This design comes from an exercise in tuning for small area on the open sky130 flow, not from production work. Function was checked by simulation only, so behaviour that the tests miss may differ from the original.

--- design/flow/config.mk ---
export PLATFORM = sky130hd
export DESIGN_NAME = SYS_CORE
export DESIGN_NICKNAME = SYS_CORE
export VERILOG_FILES = /design/flow/design.v
export SDC_FILE = /design/flow/constraint.sdc
export NUM_CORES = 4
export LEC_CHECK = 0
export CAP_MARGIN = 20
export CORE_MARGIN = 2
export CORE_UTILIZATION = 40
export SLEW_MARGIN = 20
--- design/flow/constraint.sdc ---
create_clock -name core_clock -period 30.0 [get_ports {i_clk}]
set_input_delay 6.0000 -clock core_clock [delete_from_list [all_inputs] [get_ports {i_clk}]]
set_output_delay 6.0000 -clock core_clock [all_outputs]
set_load 0.01 [all_outputs]
--- design/flow/design.v ---
module SYS_CTRL #(  parameter ALU_WIDTH = 16, ADDR_WIDTH = 4, DATA_BUS_WIDTH = 8, ALUFN_WIDTH = 4, NO_STATES = 12, STATE_WIDTH = $clog2(NO_STATES))
  ( input   wire                        CLK             ,      
    input   wire                        RST             ,      
    input   wire  [ALU_WIDTH-1:0]       ALU_OUT         ,      
    input   wire                        OUT_Valid       ,      
    input   wire  [DATA_BUS_WIDTH-1:0]  RX_P_Data       ,      
    input   wire                        RX_D_VLD        ,      
    input   wire  [DATA_BUS_WIDTH-1:0]  RdData          ,      
    input   wire                        RdData_Valid    ,      
		input		 wire  [DATA_BUS_WIDTH-3:0]	 Prescale_RX			  ,			   
		input		 wire												        FIFO_FULL				   ,			   
		output	 reg		[DATA_BUS_WIDTH-3:0]	  ClkDiv_RX				   ,			   
    output  reg                         ALU_EN          ,      
    output  reg   [ALUFN_WIDTH-1:0]     ALU_FUN         ,      
    output  reg                         CLK_EN          ,      
    output  reg   [ADDR_WIDTH-1:0]      Address					    ,      
    output  reg                         WrEn            ,      
    output  reg                         RdEn            ,      
    output  reg   [DATA_BUS_WIDTH-1:0]  WrData          ,      
    output  reg   [DATA_BUS_WIDTH-1:0]  TX_P_Data       ,      
    output  reg                         TX_D_VLD        ,      
    output  wire                        clk_div_en      );     
    reg [STATE_WIDTH-1:0] current_state, next_state;
    localparam S_IDLE         	 = 'b0000;			 
    localparam S_REG_WRT_ADRS  	= 'b0001;			 
    localparam S_REG_WRT_DATA  	= 'b0011;			 
    localparam S_REG_RD_ADRS	   = 'b0010;			 
    localparam S_REG_RD_OUT	 	 	= 'b0110;			 
		localparam S_ALU_IN_A				   =	'b0111;			 
		localparam S_ALU_IN_B				   =	'b0101;			 
		localparam S_ALU_FUN			 	   =	'b0100;			 
		localparam S_ALU_OUT_LSB		  =	'b1100;			 
		localparam S_ALU_OUT_MSB		  =	'b1101;			 
    localparam REG_WR_CMD  = 'hAA;
    localparam REG_RD_CMD  = 'hBB;
    localparam ALU_OP_CMD  = 'hCC;
    localparam ALU_NOP_CMD = 'hDD;
		reg	[ADDR_WIDTH-1:0]	addr_reg;
		reg	[ALUFN_WIDTH-1:0]	ALUFN_reg;
		wire CHANGE_ADDR,CHANGE_FUNC;
    always @(posedge CLK or negedge RST)
    begin
      if(!RST)
        current_state <= S_IDLE;
      else
        current_state <= next_state;
    end
    always @(*)
    begin
      case(current_state)
        S_IDLE: begin
       		ALU_EN 			  = 1'b0;
					ALU_FUN 		 =  'b1000;
					CLK_EN 			 = 1'b0;
					Address 		 = addr_reg;
					WrEn 				  = 1'b0;
					RdEn 				  = 1'b0;
					WrData 			 =  'b0;
					TX_P_Data 	=  'hFF;
					TX_D_VLD 		= 1'b0;
          if(RX_D_VLD)
            case(RX_P_Data)
              REG_WR_CMD:	begin
								ALU_EN = 1'b0;
								CLK_EN = 1'b0;
								next_state = S_REG_WRT_ADRS;
							end
							REG_RD_CMD:	begin
								ALU_EN = 1'b0;
								CLK_EN = 1'b0;
								next_state = S_REG_RD_ADRS;
							end 	
              ALU_OP_CMD:	begin
								ALU_EN = 1'b1;
								CLK_EN = 1'b1;
								next_state = S_ALU_IN_A;
							end 	
              ALU_NOP_CMD:	begin
								ALU_EN = 1'b1;
								CLK_EN = 1'b1;
								next_state = S_ALU_FUN;
							end 	
              default: next_state = S_IDLE;
            endcase
          else
            next_state = S_IDLE;
        end
        S_REG_WRT_ADRS:  begin
					ALU_EN 			 = 1'b0;
					ALU_FUN 		 =  'b1000;
					CLK_EN 			 = 1'b0;
					WrEn 			 	 = 1'b0;
					RdEn 				  = 1'b0;
					WrData 			 =  'b0;
					TX_P_Data 	=  'b0;
					TX_D_VLD 		= 1'b0;
          if(RX_D_VLD)
            begin
              Address = addr_reg;
							next_state = S_REG_WRT_DATA;
            end
          else
            begin
              Address = addr_reg;
							next_state = S_REG_WRT_ADRS;
            end
        end
        S_REG_WRT_DATA:  begin
					ALU_EN 			 = 1'b0;
					ALU_FUN 		 =  'b1000;
					CLK_EN 			 = 1'b0;
					Address 		 = addr_reg;
					WrData 			 =  'b0;
					TX_P_Data 	=  'b0;
					TX_D_VLD 		= 1'b0;
          if(RX_D_VLD)
            begin
							WrEn = 1'b1;
              RdEn = 1'b0;
              WrData = RX_P_Data;
							next_state = S_IDLE;
            end
          else
            begin
							WrEn = 1'b0;
              RdEn = 1'b0;
              WrData = 'b0;
							next_state = S_REG_WRT_DATA;
            end
        end
				S_REG_RD_ADRS:  begin
					ALU_EN 			= 1'b0;
					ALU_FUN 		= 'b1000;
					CLK_EN 			= 1'b0;
					WrEn 				= 1'b0;
					RdEn 				= 1'b0;
					WrData 			= 'b0;
					TX_P_Data 	= 'b0;
					TX_D_VLD 		= 1'b0;
          if(RX_D_VLD)
            begin
							Address = addr_reg;
							next_state = S_REG_RD_OUT;
            end
          else
						begin
							Address = addr_reg;
							next_state = S_REG_RD_ADRS;
						end    
        end
				S_REG_RD_OUT:	begin
					ALU_EN 	= 1'b0;
					ALU_FUN = 'b1000;
					CLK_EN 	= 1'b0;
					Address = addr_reg;
					WrData 	= 'b0;
					WrEn 		=	 1'b0;
          RdEn 		= 1'b1;
          if(RdData_Valid && !FIFO_FULL)
            begin
               TX_P_Data 	= RdData;
					     TX_D_VLD = 1'b1;
					     next_state = S_IDLE;
            end
          else
            begin
               TX_P_Data 	= 'b0;
					     TX_D_VLD = 1'b0;
					     next_state = S_REG_RD_OUT;
            end
				end
			S_ALU_IN_A:	begin
				Address 		= 'h0;
				ALU_EN 			= 1'b0;
				ALU_FUN 		= 'b1000;
				CLK_EN 			= 1'b0;
				TX_P_Data 	= 'b0;
				TX_D_VLD 		= 1'b0;
				if(RX_D_VLD)
            begin
							WrEn = 1'b1;
							RdEn = 1'b0;
              WrData = RX_P_Data;
							next_state = S_ALU_IN_B;
            end
          else
            begin
							WrEn = 1'b0;
							RdEn = 1'b0;
              WrData = 'b0;
							next_state = S_ALU_IN_A;
						end
				end
				S_ALU_IN_B:	begin
				Address 		= 'h1;
				ALU_EN 			= 1'b0;
				ALU_FUN 		= 'b1000;
				CLK_EN 			= 1'b0;
				TX_P_Data 	= 'b0;
				TX_D_VLD 		= 1'b0;
				if(RX_D_VLD)
            begin
							WrEn = 1'b1;
							RdEn = 1'b0;
              WrData = RX_P_Data;
							next_state = S_ALU_FUN;
            end
          else
						begin
							WrEn = 1'b0;
							RdEn = 1'b0;
              WrData = 'b0;
							next_state = S_ALU_IN_B;
						end
				end
			S_ALU_FUN:	begin
				ALU_EN 			= 1'b1;
				CLK_EN 			= 1'b1;
				Address 		= addr_reg;
				WrEn 				= 1'b0;
				RdEn 				= 1'b0;
				WrData 			= 'b0;
				TX_P_Data 	= 'b0;
				TX_D_VLD 		= 1'b0;
				WrEn 				= 1'b0;
        RdEn 				= 1'b0;
				if(RX_D_VLD)
            begin
              ALU_FUN = RX_P_Data;
							next_state = S_ALU_OUT_LSB;
            end
          else
						begin
						  ALU_FUN = 'b1000;
							next_state = S_ALU_FUN;
						end
				end
			S_ALU_OUT_LSB:	begin
				ALU_EN 			= 1'b1;
				CLK_EN 			= 1'b1;
				ALU_FUN  		= ALUFN_reg;
				Address 		= addr_reg;
				WrEn 				= 1'b0;
				RdEn 				= 1'b0;
				WrData 			= 'b0;
				WrEn 				= 1'b0;
        RdEn 				= 1'b0;
				if(OUT_Valid && !FIFO_FULL)
					begin
						 TX_P_Data = ALU_OUT[DATA_BUS_WIDTH-1:0];
						 TX_D_VLD = 1'b1;
						 next_state = S_ALU_OUT_MSB;
					end
				else
					begin
						TX_P_Data = 'b0;
						TX_D_VLD = 1'b0;
						next_state = S_ALU_OUT_LSB;
					end
			end
			S_ALU_OUT_MSB:	begin
				ALU_EN 			= 1'b1;
				CLK_EN 			= 1'b1;
				Address 		= addr_reg;
				WrEn 				= 1'b0;
				RdEn 				= 1'b0;
				WrData 			= 'b0;
				WrEn 				= 1'b0;
        RdEn 				= 1'b0;
				if(OUT_Valid && !FIFO_FULL)
					begin
						 TX_P_Data = ALU_OUT[2*DATA_BUS_WIDTH-1:DATA_BUS_WIDTH];
						 TX_D_VLD = 1'b1;
						 ALU_FUN  = 'b1000;
						 next_state = S_IDLE;
					end
				else
					begin
						TX_P_Data = 'b0;
						TX_D_VLD = 1'b0;
						ALU_FUN  = ALUFN_reg;
						next_state = S_ALU_OUT_MSB;
					end
			end
        default: begin
       		ALU_EN 			  = 1'b0;
					ALU_FUN 		 =  'b1000;
					CLK_EN 			 = 1'b0;
					Address 		 = addr_reg;
					WrEn 				  = 1'b0;
					RdEn 				  = 1'b0;
					WrData 			 =  'b0;
					TX_P_Data 	=  'b0;
					TX_D_VLD 		= 1'b0;
					next_state = S_IDLE;
				end
      endcase
    end
		always @(posedge CLK or negedge RST)
		begin
			if(!RST)
				addr_reg <= 'b0;
			else if(CHANGE_ADDR)
				addr_reg <= RX_P_Data; 
		end
		always @(posedge CLK or negedge RST)
		begin
			if(!RST)
				ALUFN_reg <= 'b1000;
			else if(CHANGE_FUNC)
				ALUFN_reg <= RX_P_Data; 
		end		
		always @(*)
		begin
			case(Prescale_RX)
				'd8:   	  ClkDiv_RX = 'd4;
				'd16:		   ClkDiv_RX =	'd2;
				'd32:		   ClkDiv_RX = 'd1;
				default:  ClkDiv_RX = 'd1;
			endcase
		end	
		assign CHANGE_ADDR = ( (current_state == S_REG_WRT_ADRS) ||
													 (current_state == S_REG_RD_ADRS)  );
		assign CHANGE_FUNC = ( (current_state == S_ALU_FUN) );
    assign clk_div_en = 1'b1;
endmodule
module ALU  #( parameter  OPRND_WIDTH = 8, OUT_WIDTH = 2 * OPRND_WIDTH, CTRL_WIDTH = 4)
  ( input   wire                     CLK          ,    
    input   wire                     RST          ,    
    input   wire                     Enable       ,    
    input   wire  [OPRND_WIDTH-1:0]  A            ,    
    input   wire  [OPRND_WIDTH-1:0]  B            ,    
    input   wire  [ CTRL_WIDTH-1:0]  ALU_FUN      ,    
    output  reg   [  OUT_WIDTH-1:0]  ALU_OUT      ,    
    output  reg                      OUT_VALID    );   
  reg [OUT_WIDTH-1:0] ALU_RESULT;
  always @(*)
  begin
    if(Enable)
      case(ALU_FUN)
        4'b0000:  ALU_RESULT = A + B;    
        4'b0001:  ALU_RESULT = A - B;    
        4'b0010:  ALU_RESULT = A * B;    
        4'b0011:  ALU_RESULT = (B == 8'd0) ? 16'd0 : A / B;    
        4'b0100:  ALU_RESULT = A & B;      
        4'b0101:  ALU_RESULT = A | B;      
        4'b0110:  ALU_RESULT = ~(A & B);   
        4'b0111:  ALU_RESULT = ~(A | B);   
        4'b1000:  ALU_RESULT = 'b0;
        4'b1001:  ALU_RESULT = (A==B)? 'd1:'d0;
        4'b1010:  ALU_RESULT =  (A>B)? 'd2:'d0;
        4'b1011:  ALU_RESULT =  (A<B)? 'd3:'d0;
        4'b1100:  ALU_RESULT = A>>1;     
        4'b1101:  ALU_RESULT = A<<1;     
        4'b1110:  ALU_RESULT = B>>1;     
        4'b1111:  ALU_RESULT = B<<1;     
        default:  ALU_RESULT = 'b0;
      endcase
    else
      ALU_RESULT = 'b0;
  end
  always @(posedge CLK or negedge RST)
  begin
    if(!RST)
      begin
        ALU_OUT   <= 'b0;
        OUT_VALID <= 1'b0;
      end
    else if(Enable)
      begin
        ALU_OUT   <= ALU_RESULT;
        OUT_VALID <= 1'b1;
      end
  end 
endmodule
module RegFile #(  parameter BUS_WIDTH = 8, DEPTH = 8, ADDR_WIDTH  = 4, PAR_EN = 1, PAR_TYPE = 0, PRESCALE = 32, DIV_RATIO = 32 )                            
  ( input   wire                    CLK           ,         
    input   wire                    RST           ,         
    input   wire                    WrEn          ,         
    input   wire                    RdEn          ,         
    input   wire  [ADDR_WIDTH-1:0]  Address       ,         
    input   wire  [BUS_WIDTH-1 :0]  WrData        ,         
    output  wire  [BUS_WIDTH-1 :0]  REG0          ,         
    output  wire  [BUS_WIDTH-1 :0]  REG1          ,         
    output  wire  [BUS_WIDTH-1 :0]  REG2          ,         
    output  wire  [BUS_WIDTH-1 :0]  REG3          ,         
    output  reg   [BUS_WIDTH-1 :0]  RdData        ,         
    output  reg                     RdData_Valid  );        
  reg [BUS_WIDTH-1:0] MEM [DEPTH-1:0];
  integer i;
  always @(posedge CLK or negedge RST)
  begin
      if(!RST)
        begin : MEMORY_CLEARING
          for(i = 0; i < DEPTH; i = i + 1)
          begin
            if(i == 2)
            begin
              MEM[i][0]   <= PAR_EN;
              MEM[i][1]   <= PAR_TYPE;
              MEM[i][7:2] <= PRESCALE;
            end
            else if(i == 3)
              MEM[i][7:0] <= DIV_RATIO;
            else
              MEM[i] <= 'b0;
          end     
          RdData <= 'b0;
          RdData_Valid <= 1'b0;
        end
      else if (WrEn && !RdEn)
        begin : WRITING
          if (Address < DEPTH)
            MEM[Address] <= WrData;
        end
      else if (!WrEn && RdEn)
        begin : READING
          RdData <= (Address < DEPTH) ? MEM[Address] : 'b0;
          RdData_Valid <= 1'b1;
        end
     else
       begin : NOT_READING
         RdData_Valid <= 1'b0;
       end
  end
  assign REG0 = MEM['h0];
  assign REG1 = MEM['h1];
  assign REG2 = MEM['h2];
  assign REG3 = MEM['h3]; 
endmodule
module SYS_CORE #( parameter MEM_DEPTH   = 8  ,      
                   parameter BUS_WIDTH   = 8  ,      
                   parameter ALU_WIDTH   = 16 ,      
                   parameter ADDR_WIDTH  = 4  ,      
                   parameter ALUFN_WIDTH = 4  ,      
                   parameter PAR_EN      = 1  ,      
                   parameter PAR_TYPE    = 0  ,      
                   parameter PRESCALE    = 32 ,      
                   parameter DIV_RATIO   = 32 )      
  ( input   wire                    i_clk        ,   
    input   wire                    i_rst_n      ,   
    input   wire  [BUS_WIDTH-1:0]   i_rx_data    ,   
    input   wire                    i_rx_valid   ,   
    input   wire                    i_fifo_full  ,   
    output  wire  [BUS_WIDTH-1:0]   o_tx_data    ,   
    output  wire                    o_tx_valid   ,   
    output  wire  [BUS_WIDTH-1:0]   o_uart_cfg   ,   
    output  wire  [BUS_WIDTH-1:0]   o_div_ratio  ,   
    output  wire  [BUS_WIDTH-3:0]   o_rx_div     );  
  wire  [ALUFN_WIDTH-1:0] x_ALU_fun    ;
  wire                    x_ALU_en     ;
  wire                    x_CG_en      ;
  wire  [ADDR_WIDTH-1:0]  x_Reg_addr   ;
  wire                    x_Reg_WrEn   ;
  wire                    x_Reg_RdEn   ;
  wire  [BUS_WIDTH-1:0]   x_Reg_WrData ;
  wire                    x_CD_en      ;
  wire  [ALU_WIDTH-1:0]   x_ALU_out    ;
  wire                    x_ALU_vld    ;
  wire  [BUS_WIDTH-1:0]   x_Reg_RdData ;
  wire  [BUS_WIDTH-1:0]   x_Reg_REG0   ;
  wire  [BUS_WIDTH-1:0]   x_Reg_REG1   ;
  wire                    x_Reg_RdVld  ;
  SYS_CTRL #(
    .ALU_WIDTH      ( ALU_WIDTH   ),
    .ADDR_WIDTH     ( ADDR_WIDTH  ),
    .ALUFN_WIDTH    ( ALUFN_WIDTH ),
    .DATA_BUS_WIDTH ( BUS_WIDTH   )
  )   U0_SYS_CTRL   (
    .CLK          ( i_clk )             ,
    .RST          ( i_rst_n )           ,
    .ALU_OUT      ( x_ALU_out )         ,
    .OUT_Valid    ( x_ALU_vld )         ,
    .RX_P_Data    ( i_rx_data )         ,
    .RX_D_VLD     ( i_rx_valid )        ,
    .RdData       ( x_Reg_RdData )      ,
    .RdData_Valid ( x_Reg_RdVld )       ,
    .Prescale_RX  ( o_uart_cfg[7:2] )   ,
    .ClkDiv_RX    ( o_rx_div )          ,
    .FIFO_FULL    ( i_fifo_full )       ,
    .ALU_EN       ( x_ALU_en )          ,
    .ALU_FUN      ( x_ALU_fun )         ,
    .CLK_EN       ( x_CG_en )           ,
    .Address      ( x_Reg_addr )        ,
    .WrEn         ( x_Reg_WrEn )        ,
    .RdEn         ( x_Reg_RdEn )        ,
    .WrData       ( x_Reg_WrData )      ,
    .TX_P_Data    ( o_tx_data )         ,
    .TX_D_VLD     ( o_tx_valid )        ,
    .clk_div_en   ( x_CD_en )           );
  ALU  #(
    .OUT_WIDTH   ( ALU_WIDTH   ),
    .OPRND_WIDTH ( BUS_WIDTH   ),
    .CTRL_WIDTH  ( ALUFN_WIDTH )
  )   U0_ALU    (
    .CLK          ( i_clk )       ,
    .RST          ( i_rst_n )     ,
    .Enable       ( x_ALU_en )    ,
    .A            ( x_Reg_REG0 )  ,
    .B            ( x_Reg_REG1 )  ,
    .ALU_FUN      ( x_ALU_fun )   ,
    .ALU_OUT      ( x_ALU_out )   ,
    .OUT_VALID    ( x_ALU_vld )   );
  RegFile #(
    .DEPTH      ( MEM_DEPTH  ),
    .PAR_EN     ( PAR_EN     ),
    .PAR_TYPE   ( PAR_TYPE   ),
    .PRESCALE   ( PRESCALE   ),
    .DIV_RATIO  ( DIV_RATIO  ),
    .BUS_WIDTH  ( BUS_WIDTH  ),
    .ADDR_WIDTH ( ADDR_WIDTH )
  )  U0_RegFile   (
    .CLK          ( i_clk )         ,
    .RST          ( i_rst_n )       ,
    .WrEn         ( x_Reg_WrEn )    ,
    .RdEn         ( x_Reg_RdEn )    ,
    .Address      ( x_Reg_addr )    ,
    .WrData       ( x_Reg_WrData )  ,
    .REG0         ( x_Reg_REG0 )    ,
    .REG1         ( x_Reg_REG1 )    ,
    .REG2         ( o_uart_cfg )    ,
    .REG3         ( o_div_ratio )   ,
    .RdData       ( x_Reg_RdData )  ,
    .RdData_Valid ( x_Reg_RdVld )   );
endmodule
--- design/flow/run.sh ---
#!/bin/bash
# synth_recipe.tcl (not shown) runs the flow's synth.tcl, then flattens the netlist and writes it again
# the make line also repeats each setting of config.mk as NAME=value (left out here)
make -C /OpenROAD-flow-scripts/flow DESIGN_CONFIG=/design/flow/config.mk WORK_HOME=/design/flow/orfs CLKGATE_MAP_FILE= SYNTH_SCRIPT=/design/flow/synth_recipe.tcl finish
==> summary.txt <==
==> cell usage after synthesis (5+ instances only) <==
cell type,number,area (µm²)
nand3_1,33,165
a21oi_1,91,455
a32oi_1,6,52.6
o21a_1,39,293
a22o_1,15,131
o21bai_1,16,120
nand2_1,230,863
a21o_1,26,195
mux2_2,31,349
or3_1,15,93.8
or4_1,9,67.6
o31ai_1,22,165
clkbuf_1,57,214
inv_1,105,394
o22ai_1,5,31.3
nor2_1,133,499
nor4_1,6,37.5
ha_1,162,2030
o21ai_0,136,681
or2_2,9,56.3
xor2_1,21,184
o21ai_1,5,25.0
nand4_1,21,131
and3_1,8,50.1
nor2b_1,11,68.8
fa_1,38,761
a211oi_1,14,105
nor3b_1,6,45.0
dfrtp_1,98,2450
nor3_1,61,305
xnor2_1,45,394
o211ai_1,30,225
nand2b_1,14,87.6
mux2i_1,13,130
a21boi_0,6,45.0
a22oi_1,23,173
a221oi_1,16,140
and2_1,10,62.6
buf_2,9,45.0
a31oi_1,9,56.3
==> what timing repair did <==
item                                   CTS  global route
gates resized for setup                  2            39
buffers inserted                         0            13
endpoints found under the hold margin    0             0
setup endpoints to repair                1             2
pin swaps                                0             7
==> stage by stage <==
step | util | instance area, µm²
floorplan | - | 13500
global placement | 0.432 | 14400
detailed placement | 0.432 | 14400
CTS | 0.442 | 14700
global route | 0.449 | 14900
finish | 0.449 | 14900
==> routing by layer <==
layer	part of all wire	wire (µm)	global-route usage
met1	0.45	19700	0.327
met2	0.48	21100	0.427
met3	0.049	2180	0.0265
met4	0.028	1220	0.0824
met5	0	0	0
==> cell families (layout without fill, tap and decap cells) <==
logic type      Yosys count  in the layout
simple gates            581            581
flops                   102            102
xor+xnor                 66             66
other cells               1             11
buf+inv                 181            211
mux                      47             47
compound gates          526            526
fa+ha+maj               201            201
==> worst max-delay path, delay by kind of cell, from the launching register on <==
family,cells,cell delay (ns)
AO/OA/AOI/OAI,69,14.12
flip-flops,1,0.37
adder cells (fa/ha/maj),13,4.17
multiplexers,8,2.74
buffers and inverters,4,0.62
AND/OR/NAND/NOR,29,5.84
==> cell type report <==
| type | instances | area, µm² | area share |
|---|---|---|---|
| Inverter | 106 | 398 | 0.0266 |
| Timing Repair Buffer | 89 | 763 | 0.0511 |
| Clock inverter | 7 | 100 | 0.00670 |
| Tap cell | 448 | 561 | 0.0375 |
| Multi-Input combinational cell | 1432 | 10300 | 0.692 |
| Clock buffer | 9 | 225 | 0.0151 |
| Sequential cell | 102 | 2560 | 0.171 |
==> path summary, 6_finish.rpt <==
check,start,to,slack (ns)
max in group asynchronous,i_rst_n,U0_ALU.ALU_OUT[13],23.16
worst max-delay path,U0_RegFile.MEM[1][6],U0_ALU.ALU_OUT[0],1.97
worst min register to register,U0_ALU.OUT_VALID,U0_ALU.OUT_VALID,0.47
worst min-delay path,U0_ALU.OUT_VALID,U0_ALU.OUT_VALID,0.47
worst max register to register,U0_RegFile.MEM[1][6],U0_ALU.ALU_OUT[0],1.97
min in group asynchronous,i_rst_n,U0_RegFile.MEM[3][1],5.70
==> qor.txt <==
routability congestion estimate - 0.912
cts bufs inserted - 9
Port Buffers - 39
final WL - 44.2 mm
Syn. warnings - 4
Core Rows - 67
count of pins over their slew limit - 0
crit share post-route - 0.934
Clock Skew - 0.0102 ns
total die area - 35000 µm²
Post-Syn Area per Cell - 7.87 µm²
largest family of logic cells by synthesized area - compound AO/OA/AOI/OAI gates
most common cell after layout, fill and taps aside - nand2_1
crit path launch type - flop
fin nets - 1952
Area Growth Syn to Fin - 11.3%
Setup Slack @ Placement - -0.0270 ns
MaxCap Viol Count - 0
Max Buffers Root-to-Sink - 2
antenna violations before repair - 1
asr flop ratio synth - 1.00
mux cell area share after synthesis - 0.0390
Tightest Hold Check Type - reg2reg
Synth cell types - 92
Worst setup EP type - flop
Final Hold Fails - 0
cell mode on critical path - o21a_1
Critical Setup Path Class - reg2reg
slack of the critical path - 1.97 ns
Via density - 5.95
Synth Instances - 1705
post-synthesis compound-gate area fraction - 0.265
Post-Synth Simple-Gate Area - 0.200
CTS tree - yes
grt ovf - 0
Worst path max stage delay - 0.68 ns
drt first pass iters - 7
largest net degree at the start of global routing - 56
fill count - 3369
vias in the first global route - 12700
Antenna Nets Post-Route - 0
biggest regs - U0_RegFile.MEM: 64 flops, U0_ALU.ALU_OUT: 16 flops, U0_RegFile.RdData: 8 flops
root buf cell - clkbuf_16
Die Ht - 187 µm
worst-path fanout max - 12
Tightest Pin Transition - 0.976 ns
synthesized cell area - 13400 µm²
hpwl dp - 33.2 mm
clk sinks - 102
data required time of the worst path - 30.25 ns
synthesized-area fraction occupied by adder cells - 0.208
setup tns final - 0 ns
post-synthesis xor/xnor area fraction - 0.0431
Fmax achieved - 0.0357 GHz
drt first-iter violations - 1069
max reg flops - 64
Slowest-stage cell, CP - or4_1
Final Non-Filler Cells - 2193
register area share after synthesis - 0.190
Top reg by flops - U0_RegFile.MEM
Hold Buf Count CTS - 0
total number of vias - 13000
commonest cells after routing, fill and taps aside - nand2_1 (230), ha_1 (162), o21ai_0 (132), nor2_1 (130), inv_1 (105)
number of synthesized flops with an enable pin - 0
Tot GR Track Use - 0.249
status - timing/DRC/antenna clean
H-tree level count - 3
Reg2Reg Depth - 123
# diodes - 0
DP Cell Count - 2164
share of cells above drive strength 1 - 0.0934
first-pass GRT wire length - 70.2 mm
Reg clk slew, reported paths - 0.08 ns
Skew-Pair Late Insertion Delay - 0.37 ns
Initial Utilization - 0.403
#FFs+latches synth - 102
final setup violation count - 0
Arr. time, crit path - 28.28 ns
Core Box Area - 33300 µm²
drt drc - 0
Synth Flop Type - dfrtp_1
Slew headroom - 0.347
wire per inst - 20.2 µm
hold slack - 0.472 ns
Worst Hold Depth - 1
minimum clock period - 28.03 ns
IO Count - 43
Die W - 187 µm

static timing again, ports no longer ideal:
How much do the figures lean on ideal ports? The routed layout below was timed once more, with nothing changed but the port constraints. Step 1 sets driving cells, clkbuf_16 on the clock port and buf_2 on the other inputs (assumed; they add their load-dependent delay and slew). Step 2 also shifts input and output timing later by t, the mid clock arrival at the registers, as if the neighbouring blocks saw the same clock. Slacks: ideal / step 1 / step 2; pairs: ideal / step 1.
shift t [ns]: 0.409
setup WS [ns]: 1.971 / 1.971 / 1.971
hold WS [ns]: 0.472 / 0.472 / 0.472
worst slew at a driven data input, ns: 0.03
cell pins on the clock port's net: 1
After both steps this run still meets setup and hold. The setup slack of this run moves by 0.000 ns with the drivers and by 0.000 ns with both steps.
